Source: an optimization exercise on an open RTL-to-GDS flow (aim: small area, a short achievable clock period and few clock cycles). Production flows keep margins and buffers that such runs may drop. Where RTL was checked, it was by simulation tests only, not by an equivalence proof against the original. The RTL of run 8 was laid out without a check of its function. No activity file was given, so power comes from the tool's default toggle rates.

==> design/flow/design.v <==
module ea_add(base, imm5, ea);
  input  [8:0] base;
  input  [4:0] imm5;
  output [8:0] ea;
  wire [5:0] lo = {1'b0, base[4:0]} + {1'b0, imm5};
  wire [3:0] hi = base[8:5];
  wire [3:0] hi_inc = hi + 4'd1;
  wire [3:0] hi_dec = hi - 4'd1;
  wire up = lo[5] & ~imm5[4];
  wire dn = ~lo[5] & imm5[4];
  assign ea = {up ? hi_inc : dn ? hi_dec : hi, lo[4:0]};
endmodule
module rsm_cpu(clk, reset, mem_rdata, mem_cmd, mem_addr, mem_wdata, halted);
  input clk, reset;
  input [15:0] mem_rdata;
  output [1:0] mem_cmd;
  output [8:0] mem_addr;
  output [15:0] mem_wdata;
  output halted;
  reg [15:0] R [0:7];       
  reg [8:0]  fpc;           
  reg        fv;            
  reg [8:0]  link;          
  reg        fN, fV, fZ;    
  reg        halt_q;
  reg        w_ld;          
  reg [2:0]  ld_rd;
  reg [15:0] A_q;           
  reg [15:0] B_q;           
  reg [2:0]  e_wd;          
  reg [1:0]  e_sh;
  reg [7:0]  e_imm8;
  reg        e_we;          
  reg        e_ldr, e_str, e_cmp;
  reg        s_imm, s_mov, s_add, s_and, s_mvn, s_link;   
  reg        wA, wB;        
  wire        e_go = !w_ld;                
  reg  [15:0] B;                           
  always @(*)
    case (e_sh)
      2'b00: B = B_q;
      2'b01: B = {B_q[14:0], 1'b0};
      2'b10: B = {1'b0, B_q[15:1]};
      default: B = {B_q[0], B_q[15:1]};
    endcase
  wire [15:0] sum = A_q + B;
  wire [15:0] dlo = {1'b0, A_q[14:0]} + {1'b0, ~B[14:0]} + 16'd1;
  wire ca15 = sum[15] ^ A_q[15] ^ B[15];
  wire cs15 = dlo[15];
  wire [15:0] res  = ({16{s_imm}}  & {{8{e_imm8[7]}}, e_imm8}) |
                     ({16{s_mov}}  & B) |
                     ({16{s_add}}  & sum) |
                     ({16{s_and}}  & (A_q & B)) |
                     ({16{s_mvn}}  & ~B) |
                     ({16{s_link}} & {7'b0, link});
  wire nN = A_q[15] ^ ~B[15] ^ cs15;
  wire nZ = (A_q == B);
  wire nV = (A_q[15] == B[15]) ? (ca15 != A_q[15]) : (cs15 != A_q[15]);
  wire [8:0] ea;
  ea_add u_ea(A_q[8:0], e_imm8[4:0], ea);
  wire e_mem = e_go & (e_ldr | e_str);
  assign mem_cmd   = halt_q ? 2'b00 : (e_go & e_str) ? 2'b01 : 2'b10;
  assign mem_addr  = e_mem ? ea : fpc;
  assign mem_wdata = B_q;
  assign halted    = halt_q;
  wire fetch = !halt_q & !e_mem;
  wire e_wr  = e_go & e_we;                
  wire [15:0] I = mem_rdata;
  wire [2:0]  opc = I[15:13];
  wire d_b    = (opc == 3'b001);
  wire d_bl   = (opc == 3'b010) &  I[12];    
  wire d_bx   = (opc == 3'b010) & ~I[12];
  wire d_halt = (opc == 3'b111);
  wire d_str  = (opc == 3'b100);
  wire d_ldr  = (opc == 3'b011);
  wire d_movi = (opc == 3'b110) &  I[12];
  wire d_movr = (opc == 3'b110) & ~I[12];
  wire d_alu  = (opc == 3'b101);            
  wire [2:0] rn = I[10:8];
  wire [2:0] rb = d_str ? I[7:5] : I[2:0];
  wire fA = e_wr & (e_wd == rn);
  wire fB = e_wr & (d_str ? (e_wd == I[7:5]) : (e_wd == I[2:0]));
  wire [15:0] Ain = ({16{w_ld}} & mem_rdata) | ({16{~w_ld & fA}} & res) |
                    ({16{~w_ld & ~fA}} & R[rn]);
  wire [15:0] Bin = ({16{w_ld}} & mem_rdata) | ({16{~w_ld & fB}} & res) |
                    ({16{~w_ld & ~fB}} & R[rb]);
  wire cmp_now = e_go & e_cmp;
  function cnd(input [2:0] c, input n, input v, input z);
    case (c)
      3'b000: cnd = 1'b1;
      3'b001: cnd = z;
      3'b010: cnd = ~z;
      3'b011: cnd = n ^ v;
      3'b100: cnd = (n ^ v) | z;
      default: cnd = 1'b0;
    endcase
  endfunction
  wire cond_old = cnd(I[10:8], fN, fV, fZ);
  wire cond_new = cnd(I[10:8], nN, nV, nZ);
  wire taken = (fv & (d_bl | d_bx)) |
               (fv & d_b & (cmp_now ? cond_new : cond_old));
  wire [8:0] boff = fpc + {I[7], I[7:0]};
  wire [8:0] target = d_bx ? link : boff;
  always @(posedge clk) begin
    if (reset) begin
      fpc <= 9'd0;
      fv <= 1'b0;
      halt_q <= 1'b0;
      w_ld <= 1'b0;
      e_we <= 1'b0; e_ldr <= 1'b0; e_str <= 1'b0; e_cmp <= 1'b0;
    end else begin
      if (taken) fpc <= target;
      else if (fetch) fpc <= fpc + 9'd1;
      fv <= fetch & ~taken;
      if (fv & d_bl) link <= fpc;
      if (fv & d_halt) halt_q <= 1'b1;
      w_ld <= e_go & e_ldr;
      if (e_go & e_ldr) ld_rd <= e_wd;
      if (fv) begin
        e_wd   <= (d_movi | d_bl) ? I[10:8] : I[7:5];
        e_sh   <= I[4:3];
        e_imm8 <= I[7:0];
        e_we   <= d_movi | d_movr | (d_alu & (I[12:11] != 2'b01)) | d_bl;
        e_ldr  <= d_ldr;
        e_str  <= d_str;
        e_cmp  <= d_alu & (I[12:11] == 2'b01);
        s_imm  <= d_movi;
        s_mov  <= d_movr;
        s_add  <= d_alu & (I[12:11] == 2'b00);
        s_and  <= d_alu & (I[12:11] == 2'b10);
        s_mvn  <= d_alu & (I[12:11] == 2'b11);
        s_link <= d_bl;
      end else if (e_go) begin
        e_we <= 1'b0; e_ldr <= 1'b0; e_str <= 1'b0; e_cmp <= 1'b0;
      end
      if (cmp_now) begin fN <= nN; fV <= nV; fZ <= nZ; end
    end
  end
  always @(posedge clk) begin
    if (fv | (w_ld & wA)) A_q <= Ain;
    if (fv | (w_ld & wB)) B_q <= Bin;
    if (fv) begin
      wA  <= e_go & e_ldr & (e_wd == rn);
      wB  <= e_go & e_ldr & (e_wd == rb);
    end
  end
  always @(posedge clk) begin
    if (w_ld) R[ld_rd] <= mem_rdata;
    else if (e_wr) R[e_wd] <= res;
  end
endmodule
==> design/flow/flow/run.sh <==
#!/bin/bash
# The standard layout, with the input and output port buffers made from
# plain buffers (sky130_fd_sc_hd__buf_1) instead of the delay cells
# buffer_ports picks by default. Every port is still buffered.
set -euo pipefail
cd "$(dirname "$0")/.."
export BUFFER_PORTS_ARGS="-buffer_cell sky130_fd_sc_hd__buf_1"
bash standard.sh > standard_flow.log 2>&1
==> design/flow/standard.sh <==
#!/bin/bash
# synth_recipe.tcl (not shown) runs the flow's synth.tcl, then flattens the netlist and writes it again
# the make line also repeats each setting of config.mk as NAME=value (left out here)
make -C /OpenROAD-flow-scripts/flow DESIGN_CONFIG=/design/flow/config.mk WORK_HOME=/design/flow/orfs CLKGATE_MAP_FILE= SYNTH_SCRIPT=/design/flow/synth_recipe.tcl "${@:-finish}"
==> design/flow/config.mk <==
export PLATFORM = sky130hd
export DESIGN_NAME = rsm_cpu
export DESIGN_NICKNAME = rsm_cpu
export VERILOG_FILES = /design/flow/design.v
export SDC_FILE = /design/flow/constraint.sdc
export NUM_CORES = 4
export LEC_CHECK = 0
export CAP_MARGIN = 20
export CORE_MARGIN = 2
export CORE_UTILIZATION = 40
export CTS_CLUSTER_DIAMETER = 100
export CTS_CLUSTER_SIZE = 30
export SETUP_SLACK_MARGIN = 4
export SLEW_MARGIN = 20
export TNS_END_PERCENT = 1
==> design/flow/constraint.sdc <==
create_clock -name core_clock -period 8.0 [get_ports {clk}]
set_input_delay 1.6000 -clock core_clock [delete_from_list [all_inputs] [get_ports {clk}]]
set_output_delay 1.6000 -clock core_clock [all_outputs]
set_load 0.01 [all_outputs]
==> flow_summary.json, run 1 <==
{
  "dpl_cell_area_mm2": 0.0131,
  "max_slew_margin_pct": 28.3,
  "final_antenna_net_count": 0,
  "synthArstFlopShare_pct": 0,
  "p_per_area_mw_per_mm2": 182,
  "finalClockSkew_ns": 0.0173,
  "min_period_over_period_pct": 53.7,
  "crit_required_ns": 6.40,
  "vias_per_cell": 5.99,
  "globalplace.congestion": 0.864,
  "synth_area_per_cell_um2": 10.7,
  "cts-hold-fix-buffers": 0,
  "ys_ff_latch": 210,
  "layout_commonest_cell": "nand2_1",
  "diodes": 0,
  "cpPeakStageDelay_ns": 0.43,
  "r2r_end": "fpc[8]",
  "r2r_setup_slack_ns": 3.83,
  "r2r-start": "e_sh[0]",
  "worstRegToRegCells": 15,
  "hold_start": "e_ldr",
  "grt_max_degree": 66,
  "critPathSlowestCell": "edfxtp_1",
  "synthAdderAreaFrac_pct": 5.25,
  "grt_pass1_vias": 9105,
  "grt_overflow": 0,
  "clockBufferDepth": 3,
  "die_area_mm2": 0.0329,
  "initial_core_util_pct": 40.9,
  "finalWirelength_um": 35700,
  "synthCells": 1174,
  "htreeDepth": 1,
  "worst_pin_slew_ns": 1.06,
  "crit_fanout": 4,
  "crit_chain": "ha_1 > a21o_1 > a21o_1 > a21o_1 > a21oi_4 > nor3b_2 > a31oi_1 > xor2_1 > o21ai_1 > buf_2",
  "arrival_ns": 2.70,
  "drc": 0,
  "port_buffers": 45,
  "fp.dieH_um": 181,
  "tns_ns": 0,
  "yosys_warnings": 1,
  "syn_area_mm2": 0.0126,
  "synth_top_family_by_area": "simple AND/OR/NAND/NOR gates",
  "nNetsFinal": 1256,
  "synth_xor_area_share_pct": 2.99,
  "ir_worst_vdd_mv": 0.0980,
  "rsz0062_at_grt": "true",
  "setup-violations-final": 0,
  "drtIter0Drc": 1009,
  "first_pass_iters": 7,
  "core_mm2": 0.0307,
  "antenna_found_initial": 0,
  "hold_viol": 0,
  "status": "finished clean",
  "wire_per_inst_um": 22.5,
  "grt_first_pass_wirelength_um": 54800,
  "vias": 9500,
  "crit_path_frequent_cell": "a21o_1",
  "fp.dieW_um": 181,
  "endpoint": "mem_addr[7]",
  "min_path_type": "flip-flop to flip-flop",
  "clk_pin_slew_worst_paths_ns": 0.11,
  "drv_slew": 0,
  "n_fill_cell": 2898,
  "synthFlopType": "edfxtp_1",
  "clock_sinks": 210,
  "syn-num-nets": 1243,
  "numCtsBuffers": 11,
  "drive_gt1_share_pct": 9.67,
  "syn2layout_area_growth_pct": 7.83,
  "layout_common_cells": "nand2_1 (218), edfxtp_1 (194), a21oi_1 (67)",
  "fin_crit_ns": 4.30,
  "p_leak_nw": 4.96,
  "clkLatencyLatePin_ns": 0.48,
  "criticalPathCategory": "flip-flop to output port",
  "ios": 46,
  "cap_violations": 0,
  "yosysUniqueCellTypes": 74,
  "max_clock_freq_mhz": 233,
  "stdcell_area_mm2": 0.0136,
  "path_depth": 10,
  "cts_tree": "built",
  "crit_path_start_kind": "flip-flop",
  "root_buffer": "clkbuf_16",
  "endpoint_kind": "output port",
  "synth-compound-area-share_pct": 14.1,
  "hpwl_um": 24200,
  "num_rows": 64,
  "ys_seq_area_share_pct": 48.8,
  "grt_use_total_pct": 21.5,
  "synth.mux.area_fraction_pct": 10.6,
  "synth_simple_gate_area_share_pct": 14.5,
  "crit_buf_inv": 1,
  "synth_edf_count": 194,
  "setup.worst_path.start": "e_imm8[1]",
  "path_delay_family": "compound AO/OA/AOI/OAI gates"
}
==> flip-flops by register name, summed over array words and instances, names as in the netlist, 3 cells and up <==
name / flops
R: 128
fpc: 9
e_imm8: 7
e_wd: 3
ld_rd: 3
link: 9
A_q: 16
B_q: 16
==> per-stage QoR <==
stage | std cells | setup slack [ns] | total power, W | hold WS, ns | utilization, %
2_1_floorplan | 1174 | 4.10 | 0.00168 | 0.478 | -
3_3_place_gp | 1562 | 2.90 | 0.00183 | 0.492 | 42.7
3_5_place_dp | 1562 | 2.82 | 0.00184 | 0.499 | 42.7
4_1_cts | 1585 | 3.68 | 0.00247 | 0.518 | 44.1
5_1_grt | 1585 | 3.53 | 0.00257 | 0.554 | 44.1
6_report | 1585 | 3.70 | 0.00247 | 0.532 | 44.1
==> kinds of logic after synthesis <==
| group | after synthesis |
|---|---|
| compound gates | 259 |
| xor+xnor | 43 |
| fa+ha+maj | 51 |
| mux | 92 |
| simple gates | 404 |
| buf+inv | 115 |
| flops | 210 |
==> repair_timing <==
action | 4_1_cts | 5_1_grt
setup buffers | 8 | 0
setup endpoints to repair | 132 | 116
gates resized for setup | 10 | 6
pin swaps | 7 | 0
==> routing by layer <==
metal | share of wire [%] | track usage (%) | vias up
met2 | 48 | 36.0 | 309
li1 | - | - | 4419
met5 | 0 | 0 | -
met3 | 5.8 | 1.97 | 56
met1 | 44 | 30.2 | 4716
met4 | 2.6 | 5.82 | 0
==> cell usage after synthesis (6+ instances only) <==
| master | n | area, µm² |
|---|---|---|
| clkbuf_1 | 43 | 161 |
| mux2_2 | 9 | 101 |
| buf_2 | 14 | 70.1 |
| dfxtp_1 | 16 | 320 |
| nand2b_1 | 7 | 43.8 |
| and3_1 | 21 | 131 |
| nand4_1 | 7 | 43.8 |
| nor2_1 | 64 | 240 |
| mux2i_1 | 50 | 500 |
| ha_1 | 48 | 601 |
| mux4_2 | 32 | 721 |
| nand2_1 | 218 | 818 |
| o221ai_1 | 23 | 201 |
| buf_1 | 14 | 52.6 |
| a21o_1 | 17 | 128 |
| xnor2_1 | 30 | 263 |
| a211oi_1 | 11 | 82.6 |
| inv_1 | 41 | 154 |
| a21oi_1 | 68 | 340 |
| nor4_1 | 6 | 37.5 |
| o211ai_1 | 6 | 45.0 |
| a222oi_1 | 8 | 80.1 |
| a311oi_1 | 17 | 149 |
| a31oi_1 | 23 | 144 |
| nand3_1 | 40 | 200 |
| o21ai_0 | 44 | 220 |
| nor2b_1 | 11 | 68.8 |
| a22oi_1 | 6 | 45.0 |
| edfxtp_1 | 194 | 5830 |
| xor2_1 | 13 | 114 |
==> tightest hold or removal path, cell delays in order, from the launching register on <==
cell,delay (ns)
dfxtp_1,0.35
nand3b_1,0.09
a21oi_1,0.06
==> report_power, final <==
group	leakage, nW	switching [W]	total, W	internal [W]
logic	2.88	0.000332	0.000536	0.000204
registers	1.92	0.0000473	0.00129	0.00124
clock network	0.168	0.000346	0.000640	0.000294
==> how the worst min path moves through the flow <==
stage / end / cells after the start / slack [ns]
after floorplan: e_ldr / 2 / 0.48
after global placement: e_ldr / 2 / 0.49
after detailed placement: e_ldr / 2 / 0.50
after CTS: e_ldr / 2 / 0.52
after global routing: e_ldr / 2 / 0.55
final: e_ldr / 2 / 0.53
==> cell type report <==
type	count	area, µm²	share of cell area (%)
Tap cell	396	495	3.65
Multi-Input combinational cell	849	6040	44.5
Timing Repair Buffer	74	399	2.94
Clock inverter	1	11.3	0.0830
Inverter	41	154	1.13
Clock buffer	14	328	2.42
Sequential cell	210	6150	45.3
Testbench counts, summed over its fixed seeds: cycles 76,740.
==> run 2, diff against run 1 <==
--- a/design/flow/config.mk
+++ b/design/flow/config.mk
@@ -9,7 +9,7 @@
 export CORE_MARGIN = 2
 export CORE_UTILIZATION = 40
 export CTS_CLUSTER_DIAMETER = 100
-export CTS_CLUSTER_SIZE = 30
+export CTS_CLUSTER_SIZE = 25
 export SETUP_SLACK_MARGIN = 4
 export SLEW_MARGIN = 20
 export TNS_END_PERCENT = 1
==> flow_summary.json, run 2 <==
{
  "final_antenna_net_count": 0,
  "ios": 46,
  "drtIter0Drc": 941,
  "dp_slack_ns": 2.82,
  "p_seq_share_pct": 52.0,
  "num_rows": 64,
  "synthCells": 1174,
  "core_mm2": 0.0307,
  "rsz0062_at_grt": "true",
  "yosysUniqueCellTypes": 74,
  "final.setup.worst_slack_ns": 3.67,
  "p_int_w": 0.00175,
  "layout_common_cells": "nand2_1 (218), edfxtp_1 (194), a21oi_1 (67)",
  "cts-hold-fix-buffers": 0,
  "path_delay_family": "compound AO/OA/AOI/OAI gates",
  "crit_path_start_kind": "flip-flop",
  "syn_area_mm2": 0.0126,
  "crit_chain": "ha_1 > a21o_1 > a21o_1 > a21o_1 > a21oi_4 > nor3b_2 > a31oi_1 > xor2_1 > o21ai_1 > buf_2",
  "diodes": 0,
  "min_path_type": "flip-flop to flip-flop",
  "ir_worst_vdd_mv": 0.100,
  "numCtsBuffers": 12,
  "grt_max_degree": 66,
  "arrival_ns": 2.73,
  "cts_tree": "built",
  "synthArstFlopShare_pct": 0,
  "drv_slew": 0,
  "largest_register": "R",
  "wire_per_inst_um": 22.5,
  "fp.dieW_um": 181,
  "layout_commonest_cell": "nand2_1",
  "synth_top_area_share_pct": 46.3,
  "drive_gt1_share_pct": 9.72,
  "yosys_warnings": 1,
  "critPathSlowestCell": "edfxtp_1",
  "grt_overflow": 0,
  "finalWirelength_um": 35800,
  "endpoint_kind": "output port",
  "clockBufferDepth": 3,
  "synth_area_per_cell_um2": 10.7,
  "ys_ff_latch": 210,
  "reg_top3": "R (128), A_q (16), B_q (16)",
  "vias_per_cell": 5.96,
  "crit_fanout": 4,
  "grt_pass1_vias": 9057,
  "die_area_mm2": 0.0329,
  "globalplace.congestion": 0.864,
  "worst_pin_slew_ns": 0.985,
  "n_fill_cell": 2906,
  "criticalPathCategory": "flip-flop to output port",
  "max_slew_margin_pct": 33.7,
  "drc": 0,
  "fp.dieH_um": 181,
  "largest_register_ffs": 128,
  "ys_seq_area_share_pct": 48.8,
  "setup-violations-final": 0,
  "post-synth-top-count-cell": "nand2_1",
  "crit_required_ns": 6.40,
  "p_per_area_mw_per_mm2": 183,
  "synthTopCellsByArea": "edfxtp_1 (46%), nand2_1 (6.5%), mux4_2 (5.7%), ha_1 (4.8%), mux2i_1 (4.0%)",
  "min_period_over_period_pct": 54.1,
  "port_buffers": 45,
  "grt_use_total_pct": 21.6,
  "nNetsFinal": 1258,
  "synth_edf_count": 194,
  "grt_first_pass_wirelength_um": 54800,
  "initial_core_util_pct": 40.9,
  "max_clock_freq_mhz": 231,
  "status": "finished clean",
  "root_buffer": "clkbuf_16",
  "hold_viol": 0,
  "syn-num-nets": 1243,
  "p_sw_w": 0.000732,
  "antenna_found_initial": 0,
  "p_leak_nw": 4.98,
  "syn2layout_area_growth_pct": 8.04,
  "clock_sinks": 210,
  "first_pass_iters": 6,
  "fin_crit_ns": 4.33,
  "tns_ns": 0,
  "swShare_pct": 29.5,
  "synth_top_cell_by_area": "edfxtp_1",
  "clk_pin_slew_worst_paths_ns": 0.10,
  "clkLatencyLatePin_ns": 0.48,
  "crit_buf_inv": 1,
  "vias": 9470,
  "htreeDepth": 1,
  "cpPeakStageDelay_ns": 0.43,
  "finalClockSkew_ns": 0.0220,
  "synthFlopType": "edfxtp_1",
  "crit_path_frequent_cell": "a21o_1",
  "combPwrFrac_pct": 21.6,
  "clockPowerShare_pct": 26.4,
  "hpwl_um": 24200,
  "synth_commonest_cells": "nand2_1 (218), edfxtp_1 (194), a21oi_1 (68), nor2_1 (64), mux2i_1 (50)",
  "cap_violations": 0
}
[run 2: cell counts after synthesis]
Identical to the previous run, type by type.
[run 2: cells by family after synthesis]
kind of cell | after synthesis | share of synthesized area (%)
compound gates | 259 | 14.1
xor+xnor | 43 | 2.99
fa+ha+maj | 51 | 5.25
buf+inv | 115 | 3.69
flops | 210 | 48.8
mux | 92 | 10.6
simple gates | 404 | 14.5
[run 2: through the flow]
| stage | power [W] | area, µm² | util (%) | cells | hold slack (ns) |
|---|---|---|---|---|---|
| after CTS | 0.00249 | 13600 | 44.1 | 1589 | 0.518 |
| after detailed placement | 0.00184 | 13100 | 42.7 | 1562 | 0.499 |
| final | 0.00249 | 13600 | 44.2 | 1590 | 0.532 |
| after global placement | 0.00183 | 13100 | 42.7 | 1562 | 0.492 |
| after floorplan | 0.00168 | 12600 | - | 1174 | 0.478 |
| after global routing | 0.00260 | 13600 | 44.2 | 1590 | 0.553 |
[run 2: area by class of cell]
type                    instances  area, µm²  area share, %
clock buffers                  17        340           2.50
clock inverters                 2       17.5          0.129
inverters                      41        154           1.13
multi-input cells             849       6040           44.4
flip-flops and latches        210       6150           45.2
well taps                     396        495           3.64
repair buffers                 75        407           2.99
[run 2: path summary, 6_finish.rpt]
check	from	to	slack, ns	cells past startpoint
worst max-delay path	e_imm8[1]	mem_addr[7]	3.67	10
worst min-delay path	e_ldr	e_ldr	0.53	2
worst max register to register	e_sh[0]	fpc[8]	3.81	15
worst min register to register	e_ldr	e_ldr	0.53	2
[run 2: power groups by stage]
| stage | combinational (W) | sequential [W] | clock [W] |
|---|---|---|---|
| floorplan | 0.000386 | 0.00130 | 0 |
| global placement | 0.000512 | 0.00132 | 0 |
| CTS | 0.000530 | 0.00129 | 0.000669 |
| global route | 0.000592 | 0.00130 | 0.000709 |
| finish | 0.000537 | 0.00129 | 0.000657 |
| detailed placement | 0.000517 | 0.00132 | 0 |
[run 2: tightest hold or removal path, stage by stage (launching register included)]
cell      delay [ns]
dfxtp_1         0.35
nand3b_1        0.09
a21oi_1         0.06
[run 2: metal layers]
| layer | routed length, µm | share of wire, % | global-route usage (%) |
|---|---|---|---|
| met1 | 15800 | 44 | 30.4 |
| met2 | 17000 | 47 | 36.0 |
| met3 | 2110 | 5.9 | 2.01 |
| met4 | 899 | 2.5 | 5.85 |
| met5 | 0 | 0 | 0 |
[run 2: repair_timing]
action	CTS	global route
hold endpoints to repair	0	0
resized for setup	10	6
setup endpoints to repair	141	116
buffers inserted	8	1
pin swaps	7	0
==> run 3, diff against run 2 <==
--- a/design/flow/config.mk
+++ b/design/flow/config.mk
@@ -7,9 +7,9 @@
 export LEC_CHECK = 0
 export CAP_MARGIN = 20
 export CORE_MARGIN = 2
-export CORE_UTILIZATION = 40
+export CORE_UTILIZATION = 50
 export CTS_CLUSTER_DIAMETER = 100
-export CTS_CLUSTER_SIZE = 25
+export CTS_CLUSTER_SIZE = 30
 export SETUP_SLACK_MARGIN = 4
 export SLEW_MARGIN = 20
 export TNS_END_PERCENT = 1
==> flow_summary.json, run 3 <==
{
  "clk_pin_slew_worst_paths_ns": 0.11,
  "arrival_ns": 2.72,
  "p_total_w": 0.00247,
  "syn2layout_area_growth_pct": 7.24,
  "cts_tree": "built",
  "rsz0062_at_grt": "true",
  "cts-hold-fix-buffers": 0,
  "vias": 9444,
  "finalClockSkew_ns": 0.0186,
  "use_met1_pct": 37.3,
  "clockBufferDepth": 3,
  "initial_core_util_pct": 50.4,
  "synthTopCellsByArea": "edfxtp_1 (46%), nand2_1 (6.5%), mux4_2 (5.7%), ha_1 (4.8%), mux2i_1 (4.0%)",
  "holdPathStages": 2,
  "setup-violations-final": 0,
  "synthFlopType": "edfxtp_1",
  "synth_area_per_cell_um2": 10.7,
  "dp_slack_ns": 2.86,
  "syn_area_mm2": 0.0126,
  "synth_commonest_cells": "nand2_1 (218), edfxtp_1 (194), a21oi_1 (68), nor2_1 (64), mux2i_1 (50)",
  "clkLatencyLatePin_ns": 0.48,
  "synth_edf_count": 194,
  "ys_ff_latch": 210,
  "p_sw_w": 0.000729,
  "post-synth-top-count-cell": "nand2_1",
  "diodes": 0,
  "n_fill_cell": 2220,
  "ir_worst_vdd_mv": 0.162,
  "cpPeakStageDelay_ns": 0.44,
  "crit_chain": "ha_1 > a21o_1 > a21o_1 > a21o_1 > a21oi_4 > nor4_1 > a41o_1 > xnor2_2 > o21ai_1 > buf_2",
  "grt_max_degree": 66,
  "htreeDepth": 1,
  "crit_path_start_kind": "flip-flop",
  "r2r_setup_slack_ns": 3.77,
  "antenna_found_initial": 0,
  "p_leak_nw": 4.97,
  "grt_pass1_vias": 8877,
  "crit_required_ns": 6.40,
  "max_slew_margin_pct": 30.3,
  "vias_per_cell": 6.20,
  "critPathSlowestCell": "edfxtp_1",
  "syn-num-nets": 1243,
  "synth_top_cell_by_area": "edfxtp_1",
  "synth_top_area_share_pct": 46.3,
  "ios": 46,
  "swShare_pct": 29.5,
  "endpoint_kind": "output port",
  "fp.dieH_um": 163,
  "clock_sinks": 210,
  "fp.dieW_um": 163,
  "tns_ns": 0,
  "drive_gt1_share_pct": 9.65,
  "globalplace.congestion": 0.861,
  "clockPowerShare_pct": 26.0,
  "nNetsFinal": 1258,
  "grt.busiest_layer": "met2",
  "crit_path_frequent_cell": "a21o_1",
  "finalWirelength_um": 35200,
  "synthCells": 1174,
  "reg_top3": "R (128), A_q (16), B_q (16)",
  "p_seq_share_pct": 52.2,
  "min_to": "e_ldr",
  "numCtsBuffers": 11,
  "hold_start": "e_ldr",
  "hold_viol": 0,
  "die_area_mm2": 0.0265,
  "drc": 0,
  "p_int_w": 0.00174,
  "layout_common_cells": "nand2_1 (218), edfxtp_1 (194), a21oi_1 (67)",
  "grt_util_met2_pct": 45.2,
  "port_buffers": 45,
  "yosys_warnings": 1,
  "min_path_type": "flip-flop to flip-flop",
  "min_period_over_period_pct": 53.9,
  "core_mm2": 0.0250,
  "r2r-start": "e_sh[0]",
  "combPwrFrac_pct": 21.8,
  "final.setup.worst_slack_ns": 3.68,
  "criticalPathCategory": "flip-flop to output port",
  "worstRegToRegCells": 13,
  "synthArstFlopShare_pct": 0,
  "first_pass_iters": 6,
  "crit_fanout": 4,
  "p_per_area_mw_per_mm2": 183,
  "largest_register": "R",
  "worst_pin_slew_ns": 1.03,
  "wire_per_inst_um": 23.1,
  "grt_first_pass_wirelength_um": 53500,
  "gr-usage-met3_pct": 1.71,
  "final_antenna_net_count": 0,
  "ys_seq_area_share_pct": 48.8,
  "max_clock_freq_mhz": 232,
  "r2r_end": "R[4][15]",
  "yosysUniqueCellTypes": 74,
  "num_rows": 58,
  "grt_overflow": 0,
  "grt_use_total_pct": 26.9,
  "largest_register_ffs": 128,
  "root_buffer": "clkbuf_16",
  "drtIter0Drc": 842,
  "fin_crit_ns": 4.32,
  "drv_slew": 0,
  "hpwl_um": 23900,
  "cap_violations": 0,
  "status": "finished clean",
  "layout_commonest_cell": "nand2_1"
}
==> run 3: logic make-up after synthesis <==
| logic type | Yosys count | synth area share, % |
|---|---|---|
| XOR/XNOR | 43 | 2.99 |
| AND/OR/NAND/NOR | 404 | 14.5 |
| buffers and inverters | 115 | 3.69 |
| adder cells (fa/ha/maj) | 51 | 5.25 |
| multiplexers | 92 | 10.6 |
| AO/OA/AOI/OAI | 259 | 14.1 |
| flip-flops | 210 | 48.8 |
==> run 3: layer usage <==
metal | routed length (µm) | share of wire [%]
met5 | 0 | 0
met4 | 1200 | 3.4
met3 | 1840 | 5.2
met2 | 16900 | 48
met1 | 15300 | 44
==> run 3: repair_timing <==
action	4_1_cts	5_1_grt
gates resized for setup	10	10
setup buffers	7	0
pin swaps	4	0
gates cloned	0	0
setup endpoints to repair	128	136
endpoints found under the hold margin	0	0
==> run 3: worst max-delay path by stage <==
| stage | startpoint | to | slack [ns] | cells past startpoint |
|---|---|---|---|---|
| after floorplan | A_q[1] | mem_addr[8] | 4.10 | 9 |
| after global placement | mem_rdata[15] | B_q[10] | 2.92 | 9 |
| after detailed placement | mem_rdata[15] | B_q[14] | 2.86 | 9 |
| after CTS | A_q[1] | mem_addr[8] | 3.67 | 10 |
| after global routing | A_q[1] | mem_addr[7] | 3.56 | 10 |
| final | A_q[1] | mem_addr[8] | 3.68 | 10 |
==> run 3: layout make-up <==
class / instances / area (µm²) / area share, %
tap: 330 / 413 / 3.06
clock buffer: 11 / 275 / 2.04
multi-input combinational: 849 / 6040 / 44.7
inverter: 41 / 154 / 1.14
sequential: 210 / 6150 / 45.5
timing repair buffer: 76 / 415 / 3.08
clock inverter: 5 / 57.6 / 0.426
==> run 3: worst max-delay path, delay by kind of cell, from the launching register on <==
kind                       cells  cell delay (ns)
AOI/OAI and AO/OA              6             1.13
DFF                            1             0.44
adders and majority gates      1             0.29
xor gates and xnor gates       1             0.16
buffers and inverters          1             0.14
and+or+nand+nor                1             0.08
==> run 3: stage by stage <==
step	area (µm²)	util [%]	instances	hold WS, ns
global placement	13100	52.3	1499	0.495
global route	13500	54.1	1522	0.569
finish	13500	54.1	1522	0.529
CTS	13500	54.0	1522	0.528
detailed placement	13100	52.3	1499	0.509
floorplan	12600	-	1174	0.478
==> run 3: power by group through the flow <==
stage	combinational (W)	clock (W)	sequential, W
6_report	0.000538	0.000641	0.00129
5_1_grt	0.000595	0.000692	0.00129
3_5_place_dp	0.000518	0	0.00132
4_1_cts	0.000531	0.000657	0.00129
2_1_floorplan	0.000386	0	0.00130
3_3_place_gp	0.000515	0	0.00132
==> run 4, diff against run 3 <==
--- a/design/flow/config.mk
+++ b/design/flow/config.mk
@@ -7,9 +7,9 @@
 export LEC_CHECK = 0
 export CAP_MARGIN = 20
 export CORE_MARGIN = 2
-export CORE_UTILIZATION = 50
+export CORE_UTILIZATION = 40
 export CTS_CLUSTER_DIAMETER = 100
 export CTS_CLUSTER_SIZE = 30
-export SETUP_SLACK_MARGIN = 4
+export SETUP_SLACK_MARGIN = 4.2
 export SLEW_MARGIN = 20
 export TNS_END_PERCENT = 1
==> flow_summary.json, run 4 <==
{
  "status": "finished clean",
  "setup.worst_path.start": "A_q[1]",
  "combPwrFrac_pct": 22.2,
  "p_per_area_mw_per_mm2": 179,
  "finalWirelength_um": 35500,
  "synthArstFlopShare_pct": 0,
  "grt_use_total_pct": 21.6,
  "fp.dieH_um": 181,
  "cts-hold-fix-buffers": 0,
  "multi_input_comb_area_mm2": 0.00603,
  "drv_slew": 0,
  "vias_per_cell": 5.91,
  "synth_top_area_share_pct": 46.3,
  "crit_path_frequent_cell": "a21o_1",
  "grt_overflow": 0,
  "yosys_warnings": 1,
  "yosysUniqueCellTypes": 74,
  "synth_commonest_cells": "nand2_1 (218), edfxtp_1 (194), a21oi_1 (68), nor2_1 (64), mux2i_1 (50)",
  "crit_path_start_kind": "flip-flop",
  "vias": 9395,
  "wire_per_inst_um": 22.3,
  "root_buffer": "clkbuf_16",
  "seq_area_mm2": 0.00615,
  "largest_register_ffs": 128,
  "grt_max_degree": 66,
  "largest_register": "R",
  "antenna_found_initial": 0,
  "hpwl_um": 24400,
  "n_fill_cell": 2940,
  "clock_sinks": 210,
  "drive_gt1_share_pct": 9.72,
  "num_rows": 64,
  "synth_area_per_cell_um2": 10.7,
  "synthTopCellsByArea": "edfxtp_1 (46%), nand2_1 (6.5%), mux4_2 (5.7%), ha_1 (4.8%), mux2i_1 (4.0%)",
  "nNetsFinal": 1261,
  "criticalPathCategory": "flip-flop to output port",
  "p_seq_share_pct": 53.1,
  "finalClockSkew_ns": 0.0223,
  "die_area_mm2": 0.0329,
  "cts_tree": "built",
  "timing.hold.ws_ns": 0.525,
  "tns_ns": 0,
  "crit_fanout": 5,
  "post-synth-top-count-cell": "nand2_1",
  "diodes": 0,
  "clockBufferDepth": 3,
  "hold_viol": 0,
  "drc": 0,
  "crit_chain": "ha_1 > a21o_1 > a21o_1 > a21o_1 > a21oi_4 > nor3b_1 > a31oi_1 > xor2_1 > o21ai_1 > buf_2",
  "fin_crit_ns": 4.34,
  "finalNonFillerCells": 1590,
  "cap_violations": 0,
  "clk_pin_slew_worst_paths_ns": 0.12,
  "synth_top_cell_by_area": "edfxtp_1",
  "rsz0062_at_grt": "true",
  "grt_first_pass_wirelength_um": 54900,
  "numCtsBuffers": 11,
  "port_buffers": 45,
  "synth_edf_count": 194,
  "clkLatencyLatePin_ns": 0.47,
  "synthFlopType": "edfxtp_1",
  "drtIter0Drc": 1108,
  "final_antenna_net_count": 0,
  "endpoint_kind": "output port",
  "p_int_w": 0.00171,
  "arrival_ns": 2.74,
  "syn_area_mm2": 0.0126,
  "htreeDepth": 1,
  "hold_start": "e_ldr",
  "ys_seq_area_share_pct": 48.8,
  "reg_top3": "R (128), A_q (16), B_q (16)",
  "swShare_pct": 29.7,
  "initial_core_util_pct": 40.9,
  "min_path_type": "flip-flop to flip-flop",
  "first_pass_iters": 6,
  "p_sw_w": 0.000723,
  "layout_commonest_cell": "nand2_1",
  "synthCells": 1174,
  "p_leak_nw": 4.97,
  "crit_required_ns": 6.40,
  "ir_worst_vdd_mv": 0.102,
  "worst_pin_slew_ns": 0.955,
  "globalplace.congestion": 0.885,
  "syn-num-nets": 1243,
  "critPathSlowestCell": "edfxtp_1",
  "place_inst": 1566,
  "min_period_over_period_pct": 54.2,
  "cpPeakStageDelay_ns": 0.44,
  "max_slew_margin_pct": 35.6,
  "max_clock_freq_mhz": 231,
  "core_mm2": 0.0307,
  "setup-violations-final": 0,
  "ys_ff_latch": 210,
  "fp.dieW_um": 181,
  "r2r-start": "e_sh[0]",
  "grt_pass1_vias": 9148,
  "ios": 46,
  "syn2layout_area_growth_pct": 7.73,
  "layout_common_cells": "nand2_1 (218), edfxtp_1 (194), a21oi_1 (67)",
  "clockPowerShare_pct": 24.7
}
-- run 4: worst paths after layout --
kind | end | slack (ns) | cells past startpoint
max | mem_addr[7] | 3.66 | 10
min | e_ldr | 0.53 | 2
max reg2reg | R[5][7] | 3.85 | 13
min reg2reg | e_ldr | 0.53 | 2
-- run 4: cell type report --
class                           count  share of cell area, %
Clock buffer                       12                   2.06
Clock inverter                      3                  0.157
Inverter                           41                   1.13
Multi-Input combinational cell    849                   44.4
Sequential cell                   210                   45.3
Tap cell                          396                   3.65
Timing Repair Buffer               79                   3.22
-- run 4: logic make-up (layout without fill, tap and decap cells) --
group	Yosys count	in the layout	share of synthesized area, %
XOR/XNOR	43	43	2.99
AO/OA/AOI/OAI	259	259	14.1
adder cells (fa/ha/maj)	51	51	5.25
flip-flops	210	210	48.8
multiplexers	92	92	10.6
buffers and inverters	115	135	3.69
AND/OR/NAND/NOR	404	404	14.5
-- run 4: worst max-delay path: cells and delay by family (launching register included) --
family                   cells  cell delay (ns)
flip-flops                   1             0.44
adder cells (fa/ha/maj)      1             0.29
AND/OR/NAND/NOR              1             0.07
AO/OA/AOI/OAI                6             1.02
buffers and inverters        1             0.16
XOR/XNOR                     1             0.27
-- run 4: per-stage QoR --
step	area (µm²)	total power [W]	util, %	worst slack (ns)
floorplan	12600	0.00168	-	4.10
global placement	13200	0.00183	42.8	2.92
detailed placement	13200	0.00184	42.8	2.81
CTS	13500	0.00243	44.0	3.66
global route	13600	0.00254	44.1	3.55
finish	13600	0.00243	44.1	3.66
-- run 4: layer usage --
layer / track usage (%) / wire [µm]
met5: 1.33 / 60
met4: 5.27 / 899
met2: 35.6 / 16700
met3: 2.85 / 2500
met1: 30.1 / 15400
-- run 4: power groups by stage --
stage | logic (W) | registers (W) | clock network, W
global placement | 0.000519 | 0.00132 | 0
global route | 0.000596 | 0.00130 | 0.000650
CTS | 0.000532 | 0.00129 | 0.000609
detailed placement | 0.000523 | 0.00132 | 0
finish | 0.000539 | 0.00129 | 0.000600
floorplan | 0.000386 | 0.00130 | 0
-- run 4: repair_timing --
item,in CTS,in global routing
pin swaps,6,1
endpoints found under the setup margin,120,156
resized for setup,6,11
setup buffers,7,2
==> run 5, diff against run 4 <==
--- a/design/flow/config.mk
+++ b/design/flow/config.mk
@@ -10,6 +10,6 @@
 export CORE_UTILIZATION = 40
 export CTS_CLUSTER_DIAMETER = 100
 export CTS_CLUSTER_SIZE = 30
-export SETUP_SLACK_MARGIN = 4.2
+export SETUP_SLACK_MARGIN = 3.9
 export SLEW_MARGIN = 20
 export TNS_END_PERCENT = 1
==> flow_summary.json, run 5 <==
{
  "status": "finished clean",
  "synthArstFlopShare_pct": 0,
  "clk_pin_slew_worst_paths_ns": 0.11,
  "r2r-start": "e_sh[0]",
  "r2r_setup_slack_ns": 3.83,
  "diodes": 0,
  "worstRegToRegCells": 15,
  "fp.dieH_um": 181,
  "min_to": "e_ldr",
  "worst_pin_slew_ns": 1.06,
  "largest_register": "R",
  "crit_path_start_kind": "flip-flop",
  "p_per_area_mw_per_mm2": 182,
  "holdPathStages": 2,
  "fin_crit_ns": 4.30,
  "r2r_end": "fpc[8]",
  "vias_per_cell": 5.99,
  "largest_register_ffs": 128,
  "grt_overflow": 0,
  "initial_core_util_pct": 40.9,
  "arrival_ns": 2.70,
  "endpoint_kind": "output port",
  "syn2layout_area_growth_pct": 7.83,
  "drtIter0Drc": 1009,
  "syn_area_mm2": 0.0126,
  "grt_pass1_vias": 9105,
  "yosysUniqueCellTypes": 74,
  "cts_tree": "built",
  "grt_max_degree": 66,
  "num_rows": 64,
  "min_period_over_period_pct": 53.7,
  "vias": 9500,
  "die_area_mm2": 0.0329,
  "hpwl_um": 24200,
  "globalplace.congestion": 0.864,
  "setup-violations-final": 0,
  "clock_sinks": 210,
  "critPathSlowestCell": "edfxtp_1",
  "hold_viol": 0,
  "root_buffer": "clkbuf_16",
  "synthTopCellsByArea": "edfxtp_1 (46%), nand2_1 (6.5%), mux4_2 (5.7%), ha_1 (4.8%), mux2i_1 (4.0%)",
  "fp.dieW_um": 181,
  "synthFlopType": "edfxtp_1",
  "p_total_w": 0.00247,
  "cpPeakStageDelay_ns": 0.43,
  "synth_commonest_cells": "nand2_1 (218), edfxtp_1 (194), a21oi_1 (68), nor2_1 (64), mux2i_1 (50)",
  "crit_fanout": 4,
  "clockBufferDepth": 3,
  "min_path_type": "flip-flop to flip-flop",
  "layout_commonest_cell": "nand2_1",
  "first_pass_iters": 7,
  "cts-hold-fix-buffers": 0,
  "drive_gt1_share_pct": 9.67,
  "port_buffers": 45,
  "max_slew_margin_pct": 28.3,
  "drv_slew": 0,
  "synth_area_per_cell_um2": 10.7,
  "finalClockSkew_ns": 0.0173,
  "reg_top3": "R (128), A_q (16), B_q (16)",
  "finalWirelength_um": 35700,
  "synthCells": 1174,
  "ios": 46,
  "crit_required_ns": 6.40,
  "p_leak_nw": 4.96,
  "criticalPathCategory": "flip-flop to output port",
  "synth_top_area_share_pct": 46.3,
  "syn-num-nets": 1243,
  "crit_chain": "ha_1 > a21o_1 > a21o_1 > a21o_1 > a21oi_4 > nor3b_2 > a31oi_1 > xor2_1 > o21ai_1 > buf_2",
  "core_mm2": 0.0307,
  "crit_path_frequent_cell": "a21o_1",
  "nNetsFinal": 1256,
  "tns_ns": 0,
  "rsz0062_at_grt": "true",
  "final_antenna_net_count": 0,
  "ys_ff_latch": 210,
  "htreeDepth": 1,
  "grt_use_total_pct": 21.5,
  "drc": 0,
  "hold_start": "e_ldr",
  "layout_common_cells": "nand2_1 (218), edfxtp_1 (194), a21oi_1 (67)",
  "grt_first_pass_wirelength_um": 54800,
  "clkLatencyLatePin_ns": 0.48,
  "ys_seq_area_share_pct": 48.8,
  "wire_per_inst_um": 22.5,
  "max_clock_freq_mhz": 233,
  "yosys_warnings": 1,
  "ir_worst_vdd_mv": 0.0980,
  "synth_top_cell_by_area": "edfxtp_1",
  "numCtsBuffers": 11,
  "cap_violations": 0,
  "antenna_found_initial": 0,
  "post-synth-top-count-cell": "nand2_1",
  "synth_edf_count": 194
}
-- run 5: cell counts after synthesis --
No cell type changed its count.
-- run 5: timing repair --
item / in CTS / in global routing
setup buffers: 8 / 0
setup endpoints to repair: 119 / 112
pin swaps: 7 / 0
cloned: 0 / 0
resized for setup: 10 / 6
-- run 5: cell families after synthesis --
kind of cell | count (synthesis) | synth area share, %
fa+ha+maj | 51 | 5.25
buf+inv | 115 | 3.69
mux | 92 | 10.6
xor+xnor | 43 | 2.99
compound gates | 259 | 14.1
simple gates | 404 | 14.5
flops | 210 | 48.8
-- run 5: cell type report --
type                            count  area, µm²
Clock buffer                       14        328
Clock inverter                      1       11.3
Fill cell                        2898      17200
Inverter                           41        154
Multi-Input combinational cell    849       6040
Sequential cell                   210       6150
Tap cell                          396        495
Timing Repair Buffer               74        399
-- run 5: layer usage --
| metal | wire length, µm | track usage (%) | up-vias |
|---|---|---|---|
| met1 | 15700 | 30.2 | 4716 |
| li1 | - | - | 4419 |
| met3 | 2060 | 1.97 | 56 |
| met4 | 919 | 5.82 | 0 |
| met5 | 0 | 0 | - |
| met2 | 17000 | 36.0 | 309 |
-- run 5: where the power goes --
| part | internal [W] | switching, W |
|---|---|---|
| sequential | 0.00124 | 0.0000473 |
| clock | 0.000294 | 0.000346 |
| combinational | 0.000204 | 0.000332 |
-- run 5: worst max path at each step --
stage	cells past startpoint	start	to	slack, ns
finish	10	e_imm8[1]	mem_addr[7]	3.70
global route	10	A_q[1]	mem_addr[7]	3.53
CTS	10	A_q[1]	mem_addr[7]	3.68
detailed placement	9	mem_rdata[15]	B_q[14]	2.82
global placement	9	mem_rdata[15]	B_q[14]	2.90
floorplan	9	A_q[1]	mem_addr[8]	4.10
-- run 5: metrics by stage --
stage               worst slack (ns)  instances  util [%]  hold WS [ns]  area, µm²
floorplan                       4.10       1174         -         0.478      12600
global placement                2.90       1562      42.7         0.492      13100
detailed placement              2.82       1562      42.7         0.499      13100
CTS                             3.68       1585      44.1         0.518      13600
global route                    3.53       1585      44.1         0.554      13600
finish                          3.70       1585      44.1         0.532      13600
-- run 5: worst max-delay path: cells and delay by family, from the launching register on --
family	cells	cell delay [ns]
simple gates	1	0.07
fa+ha+maj	1	0.32
compound gates	6	1.02
flops	1	0.43
xor+xnor	1	0.24
buf+inv	1	0.16
==> run 6, diff against run 5 <==
==> design/flow/run.sh (new file) <==
#!/bin/bash
# synth_recipe.tcl (not shown) runs the flow's synth.tcl, then flattens the netlist and writes it again
# the make line also repeats each setting of config.mk as NAME=value (left out here)
make -C /OpenROAD-flow-scripts/flow DESIGN_CONFIG=/design/flow/config.mk WORK_HOME=/design/flow/orfs CLKGATE_MAP_FILE= SYNTH_SCRIPT=/design/flow/synth_recipe.tcl finish
--- a/design/flow/config.mk
+++ b/design/flow/config.mk
@@ -10,6 +10,6 @@
 export CORE_UTILIZATION = 40
 export CTS_CLUSTER_DIAMETER = 100
 export CTS_CLUSTER_SIZE = 30
-export SETUP_SLACK_MARGIN = 3.9
+export SETUP_SLACK_MARGIN = 4
 export SLEW_MARGIN = 20
-export TNS_END_PERCENT = 1
+export TNS_END_PERCENT = 5
removed: design/flow/flow/run.sh
removed: design/flow/standard.sh
==> flow_summary.json, run 6 <==
{
  "synthFlopType": "edfxtp_1",
  "layout_commonest_cell": "nand2_1",
  "yosysUniqueCellTypes": 74,
  "cts_tree": "built",
  "root_buffer": "clkbuf_16",
  "grt_first_pass_wirelength_um": 55000,
  "combPwrFrac_pct": 22.8,
  "final_antenna_net_count": 0,
  "syn_area_mm2": 0.0126,
  "grt_pass1_vias": 9029,
  "cpPeakStageDelay_ns": 0.45,
  "setup-violations-final": 0,
  "core_mm2": 0.0307,
  "criticalPathCategory": "flip-flop to output port",
  "min_period_over_period_pct": 55.7,
  "clkLatencyLatePin_ns": 0.49,
  "largest_register_ffs": 128,
  "clockPowerShare_pct": 25.5,
  "max_clock_freq_mhz": 224,
  "nNetsFinal": 1261,
  "syn2layout_area_growth_pct": 10.6,
  "fin_crit_ns": 4.45,
  "p_per_area_mw_per_mm2": 179,
  "yosys_warnings": 1,
  "initial_core_util_pct": 40.9,
  "globalplace.congestion": 0.896,
  "reg_top3": "R (128), A_q (16), B_q (16)",
  "clock_sinks": 210,
  "die_area_mm2": 0.0329,
  "drv_slew": 0,
  "synthArstFlopShare_pct": 0,
  "synth_commonest_cells": "nand2_1 (218), edfxtp_1 (194), a21oi_1 (68), nor2_1 (64), mux2i_1 (50)",
  "clk_pin_slew_worst_paths_ns": 0.12,
  "path_delay_family": "compound AO/OA/AOI/OAI gates",
  "swShare_pct": 29.9,
  "crit_buf_inv": 2,
  "ys_seq_area_share_pct": 48.8,
  "p_leak_nw": 5.12,
  "fp.dieW_um": 181,
  "crit_required_ns": 6.40,
  "finalWirelength_um": 36000,
  "vias": 9454,
  "ir_worst_vdd_mv": 0.125,
  "hold_viol": 0,
  "drtIter0Drc": 991,
  "endpoint_kind": "output port",
  "fp.dieH_um": 181,
  "synthTopCellsByArea": "edfxtp_1 (46%), nand2_1 (6.5%), mux4_2 (5.7%), ha_1 (4.8%), mux2i_1 (4.0%)",
  "synth_top_area_share_pct": 46.3,
  "numCtsBuffers": 11,
  "vias_per_cell": 5.94,
  "crit_path_frequent_cell": "a21o_1",
  "rsz0062_at_grt": "true",
  "min_path_type": "flip-flop to flip-flop",
  "seq_area_mm2": 0.00615,
  "tns_ns": 0,
  "p_sw_w": 0.000746,
  "finalClockSkew_ns": 0.0361,
  "p_int_w": 0.00175,
  "max_slew_margin_pct": 30.1,
  "synth_area_per_cell_um2": 10.7,
  "drive_gt1_share_pct": 10.4,
  "cap_violations": 0,
  "drc": 0,
  "post-synth-top-count-cell": "nand2_1",
  "p_seq_share_pct": 51.7,
  "n_fill_cell": 2874,
  "syn-num-nets": 1243,
  "grt_max_degree": 65,
  "first_pass_iters": 5,
  "wire_per_inst_um": 22.6,
  "hpwl_um": 24500,
  "status": "finished clean",
  "critPathSlowestCell": "edfxtp_1",
  "htreeDepth": 1,
  "diodes": 0,
  "largest_register": "R",
  "port_buffers": 45,
  "num_rows": 64,
  "synth_top_cell_by_area": "edfxtp_1",
  "crit_chain": "ha_1 > a21o_1 > a21o_1 > a21o_1 > a21oi_4 > buf_6 > nor3b_2 > a31oi_1 > xor2_1 > o21ai_1 > buf_2",
  "grt_use_total_pct": 21.8,
  "synthCells": 1174,
  "crit_path_start_kind": "flip-flop",
  "clockBufferDepth": 3,
  "synth_edf_count": 194,
  "grt_overflow": 0,
  "ys_ff_latch": 210,
  "layout_common_cells": "nand2_1 (218), edfxtp_1 (194), a21oi_1 (66)",
  "ios": 46,
  "worst_pin_slew_ns": 1.04,
  "antenna_found_initial": 0,
  "arrival_ns": 2.85,
  "fin_util_pct": 45.3,
  "crit_fanout": 3,
  "multi_input_comb_area_mm2": 0.00607
}
==> run 6: tightest hold or removal path, delay by kind of cell (launching register included) <==
family / cells / cell delay, ns
flip-flops: 1 / 0.35
AND/OR/NAND/NOR: 1 / 0.08
AO/OA/AOI/OAI: 1 / 0.06
==> run 6: metrics by stage <==
step                hold slack [ns]  worst slack [ns]  std cells  instance area (µm²)  total power (W)
CTS                           0.520              3.52       1590                13900          0.00250
global placement              0.490              2.57       1563                13400          0.00185
floorplan                     0.478              4.10       1174                12600          0.00168
finish                        0.530              3.55       1591                13900          0.00250
detailed placement            0.503              2.53       1563                13400          0.00186
global route                  0.554              3.39       1591                13900          0.00260
==> run 6: path summary, 6_finish.rpt <==
check / startpoint / to / slack (ns) / cells past startpoint
min reg2reg: e_ldr / e_ldr / 0.53 / 2
max: e_imm8[1] / mem_addr[7] / 3.55 / 11
min: e_ldr / e_ldr / 0.53 / 2
max reg2reg: e_sh[0] / R[7][9] / 3.81 / 12
==> run 6: logic make-up (layout without fill, tap and decap cells) <==
group / Yosys count / count (layout) / synth area share, %
fa+ha+maj: 51 / 51 / 5.25
simple gates: 404 / 404 / 14.5
mux: 92 / 92 / 10.6
flops: 210 / 210 / 48.8
buf+inv: 115 / 136 / 3.69
compound gates: 259 / 259 / 14.1
xor+xnor: 43 / 43 / 2.99
==> run 6: layer usage <==
metal	vias to the layer above	wire, µm	track usage, %
li1	4434	-	-
met1	4683	16000	30.4
met2	282	17100	36.2
met3	55	1840	2.11
met4	0	1060	6.08
met5	-	0	0
==> run 6: layout make-up <==
cell class,instances,share of cell area (%)
tap,396,3.56
clock inverter,3,0.243
sequential,210,44.2
clock buffer,13,2.10
inverter,41,1.11
timing repair buffer,79,5.24
multi-input combinational,849,43.6
==> run 6: power groups by stage <==
| stage | Combinational [W] | Sequential [W] | Clock (W) |
|---|---|---|---|
| after CTS | 0.000562 | 0.00129 | 0.000648 |
| after global placement | 0.000535 | 0.00132 | 0 |
| after floorplan | 0.000386 | 0.00130 | 0 |
| after detailed placement | 0.000542 | 0.00132 | 0 |
| final | 0.000570 | 0.00129 | 0.000636 |
| after global routing | 0.000626 | 0.00130 | 0.000681 |
==> run 6: timing repair <==
action                     in CTS  in global routing
gates cloned                    1                  0
gates resized for setup        37                  7
pin swaps                       8                  2
setup endpoints to repair     109                123
setup buffers                  10                  0
hold buffers                    0                  0
==> run 7, diff against run 6 <==
--- a/design/flow/config.mk
+++ b/design/flow/config.mk
@@ -8,8 +8,6 @@
 export CAP_MARGIN = 20
 export CORE_MARGIN = 2
 export CORE_UTILIZATION = 40
-export CTS_CLUSTER_DIAMETER = 100
-export CTS_CLUSTER_SIZE = 30
 export SETUP_SLACK_MARGIN = 4
 export SLEW_MARGIN = 20
 export TNS_END_PERCENT = 5
==> flow_summary.json, run 7 <==
{
  "status": "finished clean",
  "endpoint_kind": "output port",
  "root_buffer": "clkbuf_16",
  "synthCells": 1174,
  "max_clock_freq_mhz": 225,
  "place_inst": 1563,
  "antenna_found_initial": 0,
  "endpoint": "mem_addr[7]",
  "cts_tree": "built",
  "synth_commonest_cells": "nand2_1 (218), edfxtp_1 (194), a21oi_1 (68), nor2_1 (64), mux2i_1 (50)",
  "nNetsFinal": 1273,
  "clk_pin_slew_worst_paths_ns": 0.06,
  "setup.worst_path.start": "A_q[0]",
  "drive_gt1_share_pct": 11.3,
  "syn-num-nets": 1243,
  "yosys_warnings": 1,
  "synth_edf_count": 194,
  "p_leak_nw": 5.31,
  "ys_seq_area_share_pct": 48.8,
  "r2r_setup_slack_ns": 3.85,
  "largest_register_ffs": 128,
  "hold_viol": 0,
  "clkLatencyLatePin_ns": 0.52,
  "clock_sinks": 210,
  "finalNonFillerCells": 1618,
  "wire_per_inst_um": 22.3,
  "layout_commonest_cell": "nand2_1",
  "ios": 46,
  "ir_worst_vdd_mv": 0.133,
  "rsz0062_at_grt": "true",
  "yosysUniqueCellTypes": 74,
  "grt_pass1_vias": 9143,
  "grt_max_degree": 65,
  "setup-violations-final": 0,
  "min_period_over_period_pct": 55.5,
  "post-synth-top-count-cell": "nand2_1",
  "ys_ff_latch": 210,
  "max_slew_margin_pct": 29.8,
  "syn2layout_area_growth_pct": 13.7,
  "finalWirelength_um": 36100,
  "core_mm2": 0.0307,
  "p_per_area_mw_per_mm2": 201,
  "crit_fanout": 3,
  "worstRegToRegCells": 12,
  "hpwl_um": 24500,
  "layout_common_cells": "nand2_1 (218), edfxtp_1 (194), a21oi_1 (66)",
  "crit_path_start_kind": "flip-flop",
  "final_antenna_net_count": 0,
  "fin_crit_ns": 4.44,
  "criticalPathCategory": "flip-flop to output port",
  "grt_overflow": 0,
  "first_pass_iters": 5,
  "diodes": 0,
  "largest_register": "R",
  "synth_top_area_share_pct": 46.3,
  "drc": 0,
  "drtIter0Drc": 1001,
  "port_buffers": 45,
  "arrival_ns": 2.84,
  "finalClockSkew_ns": 0.0165,
  "drv_slew": 0,
  "globalplace.congestion": 0.896,
  "synthFlopType": "edfxtp_1",
  "die_area_mm2": 0.0329,
  "fp.dieW_um": 181,
  "grt_first_pass_wirelength_um": 55200,
  "dp_slack_ns": 2.53,
  "initial_core_util_pct": 40.9,
  "crit_required_ns": 6.40,
  "synthArstFlopShare_pct": 0,
  "synth_top_cell_by_area": "edfxtp_1",
  "min_path_type": "flip-flop to flip-flop",
  "vias_per_cell": 5.90,
  "num_rows": 64,
  "r2r-start": "e_sh[0]",
  "clockBufferDepth": 3,
  "tns_ns": 0,
  "cap_violations": 0,
  "r2r_end": "R[2][9]",
  "numCtsBuffers": 24,
  "fp.dieH_um": 181,
  "vias": 9547,
  "syn_area_mm2": 0.0126,
  "grt_use_total_pct": 21.8,
  "synth_area_per_cell_um2": 10.7,
  "synthTopCellsByArea": "edfxtp_1 (46%), nand2_1 (6.5%), mux4_2 (5.7%), ha_1 (4.8%), mux2i_1 (4.0%)",
  "reg_top3": "R (128), A_q (16), B_q (16)",
  "final.setup.worst_slack_ns": 3.56,
  "worst_pin_slew_ns": 1.04,
  "htreeDepth": 1
}
## run 7: layout make-up
cell class	instances	area [µm²]
fill	2849	16400
sequential	210	6150
multi-input combinational	849	6070
timing repair buffer	78	722
clock buffer	28	616
tap	396	495
inverter	41	154
clock inverter	16	110
## run 7: kinds of logic (layout without fill, tap and decap cells)
group,after synthesis,in the layout,synth area share (%)
compound gates,259,259,14.1
xor+xnor,43,43,2.99
fa+ha+maj,51,51,5.25
buf+inv,115,163,3.69
flops,210,210,48.8
mux,92,92,10.6
simple gates,404,404,14.5
## run 7: power breakdown
part / switching [W] / total, W / leakage, nW / internal [W]
Combinational: 0.000336 / 0.000568 / 3.05 / 0.000232
Sequential: 0.0000469 / 0.00129 / 1.92 / 0.00125
Clock: 0.000429 / 0.00101 / 0.349 / 0.000582
Total: 0.000811 / 0.00287 / 5.31 / 0.00206
## run 7: worst min-delay path by stage
stage / endpoint / start / slack, ns / cells after the start
after detailed placement: e_ldr / e_ldr / 0.50 / 2
after CTS: e_ldr / e_ldr / 0.51 / 2
final: e_ldr / e_ldr / 0.52 / 2
after global placement: e_ldr / e_ldr / 0.49 / 2
after floorplan: e_ldr / e_ldr / 0.48 / 2
after global routing: e_ldr / e_ldr / 0.54 / 2
## run 7: through the flow
| step | power (W) | hold WS (ns) | cell area, µm² | utilization [%] |
|---|---|---|---|---|
| 6_report | 0.00287 | 0.520 | 14300 | 46.5 |
| 2_1_floorplan | 0.00168 | 0.478 | 12600 | - |
| 4_1_cts | 0.00288 | 0.510 | 14300 | 46.4 |
| 5_1_grt | 0.00300 | 0.544 | 14300 | 46.5 |
| 3_3_place_gp | 0.00185 | 0.490 | 13400 | 43.6 |
| 3_5_place_dp | 0.00186 | 0.503 | 13400 | 43.6 |
## run 7: repair_timing
action                                  in CTS  in global routing
setup buffers                                9                  0
hold buffers                                 0                  0
hold endpoints to repair                     0                  0
cloned                                       1                  0
endpoints found under the setup margin     108                116
pin swaps                                    9                  1
resized for setup                           37                  6
## run 7: layer usage
| layer | track usage, % | routed length (µm) |
|---|---|---|
| met4 | 6.37 | 1060 |
| met2 | 36.2 | 17200 |
| met5 | 0 | 0 |
| met3 | 2.41 | 2100 |
| met1 | 30.3 | 15800 |
## run 7: critical path, cell delays in order (launching register included)
cell and delay, ns:
edfxtp_1 0.45, ha_1 0.27, a21o_1 0.19, a21o_1 0.17, a21o_1 0.19, a21oi_4 0.17, buf_6 0.12, nor3b_2 0.03
a31oi_1 0.19, xor2_1 0.30, o21ai_1 0.08, buf_2 0.16
==> run 8, diff against run 7 <==
--- a/design/flow/design.v
+++ b/design/flow/design.v
@@ -60,7 +60,7 @@
   ea_add u_ea(A_q[8:0], e_imm8[4:0], ea);
   wire e_mem = e_go & (e_ldr | e_str);
   assign mem_cmd   = halt_q ? 2'b00 : (e_go & e_str) ? 2'b01 : 2'b10;
-  assign mem_addr  = e_mem ? ea : fpc;
+  assign mem_addr  = e_mem ? ea : fbase;
   assign mem_wdata = B_q;
   assign halted    = halt_q;
   wire fetch = !halt_q & !e_mem;
@@ -97,6 +97,8 @@
   endfunction
   wire cond_old = cnd(I[10:8], fN, fV, fZ);
   wire cond_new = cnd(I[10:8], nN, nV, nZ);
+  wire bx_now = fv & d_bx & ~e_mem;
+  wire [8:0] fbase = bx_now ? link : fpc;   
   wire taken = (fv & (d_bl | d_bx)) |
                (fv & d_b & (cmp_now ? cond_new : cond_old));
   wire [8:0] boff = fpc + {I[7], I[7:0]};
@@ -109,9 +111,9 @@
       w_ld <= 1'b0;
       e_we <= 1'b0; e_ldr <= 1'b0; e_str <= 1'b0; e_cmp <= 1'b0;
     end else begin
-      if (taken) fpc <= target;
-      else if (fetch) fpc <= fpc + 9'd1;
-      fv <= fetch & ~taken;
+      if (taken & ~bx_now) fpc <= target;
+      else if (fetch) fpc <= fbase + 9'd1;
+      fv <= fetch & (~taken | bx_now);
       if (fv & d_bl) link <= fpc;
       if (fv & d_halt) halt_q <= 1'b1;
       w_ld <= e_go & e_ldr;
==> flow_summary.json, run 8 <==
{
  "use_met1_pct": 32.1,
  "r2r_setup_slack_ns": 3.33,
  "initial_core_util_pct": 40.3,
  "synth_commonest_cells": "nand2_1 (219), edfxtp_1 (194), nor2_1 (78), mux2i_1 (61), a21oi_1 (60)",
  "nNetsFinal": 1352,
  "crit_path_start_kind": "primary input",
  "numCtsBuffers": 24,
  "synthTopCellsByArea": "edfxtp_1 (45%), nand2_1 (6.3%), mux4_2 (5.5%), mux2i_1 (4.7%), ha_1 (4.6%)",
  "clk_pin_slew_worst_paths_ns": 0.06,
  "drv_slew": 0,
  "synthArstFlopShare_pct": 0,
  "tns_ns": 0,
  "first_pass_iters": 6,
  "clockBufferDepth": 3,
  "syn2layout_area_growth_pct": 15.4,
  "gr-usage-met3_pct": 3.04,
  "min_period_over_period_pct": 60.1,
  "cap_violations": 0,
  "die_area_mm2": 0.0340,
  "final_antenna_net_count": 0,
  "clkLatencyLatePin_ns": 0.53,
  "synth_edf_count": 194,
  "crit_fanout": 5,
  "vias_per_cell": 5.97,
  "worstRegToRegCells": 15,
  "ys_ff_latch": 210,
  "fin_crit_ns": 4.81,
  "layout_common_cells": "nand2_1 (218), edfxtp_1 (194), nor2_1 (78)",
  "post-synth-top-count-cell": "nand2_1",
  "yosys_warnings": 1,
  "grt_max_degree": 65,
  "layout_commonest_cell": "nand2_1",
  "criticalPathCategory": "primary input to output port",
  "hold_viol": 0,
  "worst_pin_slew_ns": 1.06,
  "grt_util_met2_pct": 37.4,
  "drive_gt1_share_pct": 13.8,
  "grt.busiest_layer": "met2",
  "vias": 10400,
  "holdPathStages": 2,
  "grt_use_total_pct": 23.0,
  "max_clock_freq_mhz": 208,
  "crit_required_ns": 6.40,
  "finalClockSkew_ns": 0.0279,
  "reg_top3": "R (128), A_q (16), B_q (16)",
  "synthCells": 1244,
  "min_path_type": "flip-flop to flip-flop",
  "drtIter0Drc": 1134,
  "p_per_area_mw_per_mm2": 204,
  "num_rows": 66,
  "antenna_found_initial": 0,
  "ios": 46,
  "drc": 0,
  "globalplace.congestion": 0.893,
  "syn-num-nets": 1313,
  "p_leak_nw": 5.63,
  "hpwl_um": 26200,
  "setup-violations-final": 0,
  "p_total_w": 0.00306,
  "rsz0062_at_grt": "true",
  "grt_overflow": 0,
  "fp.dieW_um": 184,
  "wire_per_inst_um": 22.1,
  "endpoint_kind": "output port",
  "fp.dieH_um": 184,
  "max_slew_margin_pct": 28.9,
  "diodes": 0,
  "ys_seq_area_share_pct": 47.3,
  "largest_register_ffs": 128,
  "ir_worst_vdd_mv": 0.137,
  "finalWirelength_um": 38500,
  "htreeDepth": 1,
  "synth_top_cell_by_area": "edfxtp_1",
  "grt_first_pass_wirelength_um": 59600,
  "synth_top_area_share_pct": 44.8,
  "root_buffer": "clkbuf_16",
  "largest_register": "R",
  "synthFlopType": "edfxtp_1",
  "grt_pass1_vias": 9931,
  "arrival_ns": 3.21,
  "cts_tree": "built",
  "place_inst": 1675,
  "status": "finished clean",
  "core_mm2": 0.0323,
  "yosysUniqueCellTypes": 77,
  "fin_util_pct": 46.5,
  "syn_area_mm2": 0.0130,
  "port_buffers": 45,
  "synth_area_per_cell_um2": 10.5,
  "finalNonFillerCells": 1743,
  "clock_sinks": 210
}
-- run 8: cell types whose count changed after synthesis, sizes merged, moves of 7 or more --
cell,change
mux2i,+11
xnor2,-9
a31oi,+7
nor2b,-7
clkbuf,+10
a21oi,-7
mux2,+11
a21o,-11
nand3,+10
nor2,+12
-- run 8: kinds of logic after synthesis --
group                      share of synthesized area (%)
and+or+nand+nor                                     15.5
buffers and inverters                               3.66
muxes                                               12.1
DFF                                                 47.3
AOI/OAI and AO/OA                                   14.3
adders and majority gates                           5.08
xor gates and xnor gates                            2.16
-- run 8: layer usage --
layer / share of wire [%] / vias up
met4: 3.2 / 0
met5: 0 / -
met1: 43 / 5138
met2: 47 / 413
met3: 7.2 / 62
li1: - / 4792
-- run 8: per-stage QoR --
step / cell area [µm²] / hold slack (ns) / setup WS, ns
after global placement: 13900 / 0.459 / 2.02
after detailed placement: 13900 / 0.468 / 1.97
after global routing: 15000 / 0.499 / 3.12
final: 15000 / 0.478 / 3.19
after floorplan: 13100 / 0.448 / 3.30
after CTS: 14900 / 0.477 / 3.17
-- run 8: power by group --
group          total [W]  switching (W)  internal (W)
registers        0.00130      0.0000487       0.00125
clock network    0.00118       0.000448      0.000732
logic           0.000580       0.000347      0.000233
total            0.00306       0.000844       0.00221
-- run 8: final timing paths --
| path | to | from |
|---|---|---|
| setup / recovery | mem_addr[6] | mem_rdata[12] |
| hold reg to reg | e_cmp | e_cmp |
| setup reg to reg | fpc[4] | e_sh[0] |
| hold / removal | e_cmp | e_cmp |
-- run 8: cell type report --
class | instances | area, µm²
clock buffers | 28 | 637
clock inverters | 16 | 211
fillers | 2965 | 17300
inverters | 44 | 165
multi-input cells | 912 | 6530
flip-flops and latches | 210 | 6150
well taps | 442 | 553
repair buffers | 91 | 763
-- run 8: critical path: stages --
cell and delay, ns:
buf_12 0.11, or4b_4 0.56, nor3_4 0.22, buf_6 0.14, buf_6 0.11, and2_4 0.15
a211oi_2 0.05, a21oi_1 0.13, buf_2 0.14
-- run 8: timing repair --
action | in CTS | in global routing
pin swaps | 5 | 2
endpoints found under the setup margin | 136 | 130
buffers inserted | 20 | 0
gates cloned | 2 | 0
resized for setup | 85 | 10
hold buffers | 0 | 0

==> afterwards: timing with drivers on the ports <==
The flow's constraints put no driver on any port. The routed layouts listed below were extracted and timed again, unchanged, in two steps. Step 1: set_driving_cell puts a clkbuf_16 on clk and a buf_2 on each other input, an assumption about the parent block. Step 2 times the ports against the registers' clock, not the clock port: input delays grow and output delays shrink by t, the midpoint of the rising clock arrivals with the driver on. a / b / c = ideal / step 1 / step 2; a / b = the first two.
run	t, ns	setup WS [ns]	worst register clock-pin slew, ns
run 1	0.518	3.701 / 3.654 / 3.355	0.11 / 0.11
run 2	0.524	3.669 / 3.618 / 3.391	0.11 / 0.11
run 3	0.520	3.685 / 3.636 / 3.407	0.12 / 0.12
run 4	0.511	3.663 / 3.615 / 3.334	0.12 / 0.12
run 5	0.518	3.701 / 3.654 / 3.355	0.11 / 0.11
run 6	0.526	3.546 / 3.496 / 3.458	0.12 / 0.12
run 7	0.555	3.558 / 3.513 / 3.412	0.06 / 0.06
run 8	0.568	3.193 / 3.145 / 2.888	0.07 / 0.07
After both steps setup and hold are still met in every run listed.
